This is an optimization exercise on Yosys and OpenROAD, whose aim is small area, not a production implementation.
No run shown here included a check of the RTL's function; only the layout flow was run.

==> flow/design.v, too long to show whole: its modules and the start of the top module <==
// module math_sqrtf32: 1956 lines
module math_sqrtf32
(
	input logic 		clk,
	input logic 		rst_n,
	input logic 		sqrt_op_en,
	input logic [31:0] 	sqrt_rb,
	output logic 		sqrt_ra_en,
	output logic [31:0] sqrt_ra,
	output logic 		sqrt_lvf_flag
);
  // ...
==> flow/flow/run.sh <==
#!/bin/bash
# Own flow: the standard synthesis; then flow/gen4.py writes the same logic as a
# gate netlist (full adders and and-or carry chains mapped by hand) that keeps the
# standard synthesis's registers, names and cell types; then the standard layout.
# If the register sets do not match, the standard netlist is laid out instead.
set -uo pipefail
R=orfs/results/${FLOW_PLATFORM:-sky130hd}/math_sqrtf32/base
bash standard.sh synth > run_synth.log 2>&1 || exit 1
cp $R/1_2_yosys.v std_netlist.v
if python3 flow/gen4.py net flow/params.txt std_netlist.v gate_netlist.v > run_gen.log 2>&1; then
  cp gate_netlist.v $R/1_2_yosys.v
  rm -f $R/1_synth.odb $R/1_synth.sdc
  bash standard.sh synth > run_synth2.log 2>&1 || exit 1
fi
BUFFER_PORTS_ARGS="-buffer_cell sky130_fd_sc_hd__buf_1" bash standard.sh > run_layout.log 2>&1
==> flow/flow/params.txt <==
17,13,8,4
0,0,0,0,0,6,6,0,0,6,6,15,16,17,18,19,20,21,22,23,24,24,24,24
==> flow/standard.sh <==
#!/bin/bash
# synth_recipe.tcl (not shown) runs the flow's synth.tcl, then flattens the netlist and writes it again
# the make line also repeats each setting of config.mk as NAME=value (left out here)
make -C /OpenROAD-flow-scripts/flow DESIGN_CONFIG=/design/flow/config.mk WORK_HOME=/design/flow/orfs CLKGATE_MAP_FILE= SYNTH_SCRIPT=/design/flow/synth_recipe.tcl "${@:-finish}"
==> flow/config.mk <==
export PLATFORM = sky130hd
export DESIGN_NAME = math_sqrtf32
export DESIGN_NICKNAME = math_sqrtf32
export VERILOG_FILES = /design/flow/design.v
export SDC_FILE = /design/flow/constraint.sdc
export NUM_CORES = 4
export LEC_CHECK = 0
export ABC_AREA = 1
export CAP_MARGIN = 20
export CORE_MARGIN = 2
export CORE_UTILIZATION = 40
export CTS_BUF_LIST = sky130_fd_sc_hd__clkbuf_8
export SLEW_MARGIN = 20
export SYNTH_MEMORY_MAX_BITS = 65536
==> flow/constraint.sdc <==
create_clock -name core_clock -period 16.0 [get_ports {clk}]
set_input_delay 3.2000 -clock core_clock [delete_from_list [all_inputs] [get_ports {clk}]]
set_output_delay 3.2000 -clock core_clock [all_outputs]
set_load 0.01 [all_outputs]
Not shown: flow/flow/gen4.py
==> metrics.csv, run 1 <==
stage,metric,value,unit
synthesis,Avg Inst Size Synth,7.91,um^2
critical_path,worst reg2reg path depth,94,
placed_design,Port Buffers,67,
floorplanning,Well Taps,468,
finish,clk tree area frac,0.0239,
critical_path,endpoint of the worst register-to-register path,q_r5[0],
floorplanning,Rows,70,
global_routing,met2 Usage GRT,0.289,
routing,WL met3,552,um
critical_path,Worst setup EP type,flop,
routing,initial DRC count,308,
timing,period utilisation layout,0.917,
outcome,status,timing/DRC/antenna clean,
finish,Largest regs,"q_r5: 24 flops, q_r4: 20 flops, rm_r4: 19 flops",
finish,multi-input logic area,11200,um^2
floorplanning,Initial Utilization,0.404,
min_path,Hold Crit Start,code_r3[5],
clock_tree,root buffer cell,clkbuf_8,
routing,top sig layer,met4,
critical_path,Startpoint Class,input pin,
synthesis,"Net Count, Synth",1938,
timing,Final TNS setup,0,ns
min_path,type of the worst min-delay path,flop to flop,
synthesis,mapped cell area,14800,um^2
==> run 2: changes to the inputs <==
--- a/flow/config.mk
+++ b/flow/config.mk
@@ -11,3 +11,3 @@
 export CORE_UTILIZATION = 40
-export CTS_BUF_LIST = sky130_fd_sc_hd__clkbuf_8
+export CTS_BUF_LIST = sky130_fd_sc_hd__clkbuf_4 sky130_fd_sc_hd__clkbuf_8
 export SLEW_MARGIN = 20
==> run 2 against run 1 <==
Compared with the run above:
- sequential share of layout area stayed put
- first-iteration DRC count stayed put
- final cell count stayed put
- critical endpoint unchanged
- still clean on timing, DRC and antenna
- highest routed layer unchanged
==> metrics.csv, run 2 <==
stage,metric,value,unit,change
outcome,status,timing/DRC/antenna clean,,unchanged
global_routing,GR Overflow Total,0,,unchanged
critical_path,Startpoint Class,input pin,,unchanged
floorplanning,Die H,196,um,unchanged
global_routing,first-pass GRT wire length,47.4,mm,unchanged
global_routing,vias in the first global route,11100,,unchanged
critical_path,Worst EP arrival,15.11,ns,about the same
clock_tree,register clock-pin slew on the reported worst setup and hold paths,0.11,ns,about the same
clock_tree,root buffer cell,clkbuf_8,,unchanged
routing,initial DRC count,308,,unchanged
timing,Worst Tran Pin Value,1.01,ns,unchanged
routing,Avg WL per Cell,10.7,um,unchanged
timing,period utilisation layout,0.917,,unchanged
critical_path,CP max stage cell,xor2_1,,unchanged
synthesis,"Net Count, Synth",1938,,unchanged
floorplanning,Initial Utilization,0.404,,unchanged
clock_tree,# H-tree levels,4,,unchanged
finish,fin area,16900,um^2,unchanged
timing,normalized max-slew margin,0.324,,unchanged
finish,Largest regs,"q_r5: 24 flops, q_r4: 20 flops, rm_r4: 19 flops",,unchanged
finish,Ant. Diodes,0,,unchanged
routing,via count,11500,,unchanged
finish,final net count,2090,,unchanged
clock_tree,TritonCTS sink count,189,,unchanged
finish,filler instances,3558,,unchanged
critical_path,WP buf/inv,5,,unchanged
finish,most frequent cells in the layout,"317 x xnor2_1, 282 x nor2b_1, 276 x nor2_1",,unchanged
critical_path,crit path max fanout,10,,unchanged
finish,area delta synth->final,14.5,%,unchanged
floorplanning,Rows,70,,unchanged
critical_path,Crit Path Category,input pin to flop,,unchanged
floorplanning,# IOs,69,,unchanged
placed_design,Port Buffers,67,,unchanged
finish,multi-input logic area,11200,um^2,unchanged
critical_path,crit-path leading delay family,adder cells,,unchanged
global_routing,initial antenna violation count,0,,unchanged
placed_design,DP HPWL,22.3,mm,unchanged
timing,count of final hold-check violations,0,,unchanged
placed_design,placed cell areas,16200,um^2,unchanged
floorplanning,CORE AREA,36500,um^2,unchanged
critical_path,Worst setup EP type,flop,,unchanged
min_path,type of the worst min-delay path,flop to flop,,unchanged
finish,max FFs per register,24,,unchanged
synthesis,mapped cell area,14800,um^2,unchanged
timing,Slew Limit Fails,0,,unchanged
finish,"commonest non-fill, non-tap cell in the layout",xnor2_1,,unchanged
flow_run,max cap viols,0,,unchanged
clock_tree,insertion delay to the later sink of the worst-skew pair,0.49,ns,about the same
timing,worst hold slack,0.331,ns,unchanged
floorplanning,die area,38500,um^2,unchanged
timing,Achievable Freq,0.0682,GHz,unchanged
routing,Routed WL,26.8,mm,unchanged
floorplanning,die width,196,um,unchanged
critical_path,required time of the worst setup path,16.44,ns,about the same
routing,first drt pass iteration count,4,,unchanged
synthesis,Post-Synthesis Cells,1868,,unchanged
global_routing,Total GRT Usage,0.148,,unchanged
clock_tree,clock buffer depth,2,,unchanged
critical_path,"most used cell, CP",fa_1,,unchanged
finish,Reg with most FFs,q_r5,,unchanged
finish,layout cells sized above 1,0.0748,,unchanged
placed_design,RD Place Congestion,0.785,,unchanged
timing,Period minus WS final,14.67,ns,unchanged
global_routing,largest net degree at the start of global routing,24,,unchanged
synthesis,Avg Inst Size Synth,7.91,um^2,unchanged
synthesis,synth warn,1,,unchanged
finish,register area,3820,um^2,unchanged
clock_tree,CTS tree,yes,,unchanged
clock_tree,cts hold-fix bufs,0,,unchanged
routing,DRC,0,,unchanged
routing,post-DR vias/cell,4.58,,unchanged
timing,# setup viols final,0,,unchanged
routing,post-route ant nets,0,,unchanged
timing,clk_skew,0.0217,ns,unchanged
clock_tree,TritonCTS Buffers,17,,unchanged
critical_path,Crit path largest cell delay,0.81,ns,about the same
run 2: metal layers:
layer  vias to the layer above  track usage  wire length, um
li1                       6224            -                -
met1                      5134        0.162            11900
met2                        87        0.289            13800
met3                        21       0.0263              552
met4                         0       0.0407              525
met5                         -            0                0
run 2: worst paths after layout:
kind	from	to	slack [ns]	cells after the start
max in group asynchronous	rst_n	vld[3]	13.26	1
setup reg to reg	q_r4[0]	q_r5[0]	1.36	94
min in group asynchronous	rst_n	vld[2]	2.54	1
hold / removal	code_r3[5]	code_r4[5]	0.33	0
hold reg to reg	code_r3[5]	code_r4[5]	0.33	0
setup / recovery	sqrt_rb[23]	q_r1[0]	1.33	42
run 2: final cells by class:
type                            count  share of cell area
Multi-Input combinational cell   1667               0.665
Inverter                           12             0.00266
Tap cell                          468              0.0346
Sequential cell                   189               0.226
Clock inverter                     15              0.0101
Clock buffer                       17              0.0138
Timing Repair Buffer              133              0.0481
run 2: stage by stage:
step                utilization  TNS [ns]  setup WS (ns)  instances
floorplan                     -    -0.267         -0.267       1868
global placement          0.442         0          0.229       2459
detailed placement        0.442    -0.245         -0.245       2459
CTS                       0.454         0         0.0242       2493
global route              0.463    -0.136         -0.136       2501
finish                    0.463         0           1.33       2501
run 2: timing repair:
action | 4_1_cts | 5_1_grt
cloned | 0 | 0
setup endpoints to repair | 1 | 15
pin swaps | 1 | 6
resized for setup | 0 | 52
buffers inserted | 2 | 8

## static timing again, ports no longer ideal
The results above use ideal ports. As a check the final layouts listed here were re-extracted and re-timed, cells and wires unchanged. Step 1: set_driving_cell puts a clkbuf_16 on clk and a buf_2 on each other input, an assumption about the parent block. Step 2 moves the port delays by t, midway between the first and last clock arrival at a register: inputs arrive t later, outputs are due t later. That takes back most of the time a late clock gives input paths. Slacks: ideal ports / drivers / drivers and shift; pairs: ideal ports / drivers.
run | t, ns | slack for setup (ns) | worst setup path at the end | latest minus earliest clock arrival (ns) | slew at the worst register clock pin (ns)
run 1 | 0.526 | 1.327 / 1.334 / 0.808 | input to register | 0.022 / 0.022 | 0.11 / 0.11
run 2 | 0.526 | 1.327 / 1.334 / 0.808 | input to register | 0.022 / 0.022 | 0.11 / 0.11
After both steps every run listed still meets setup and hold.
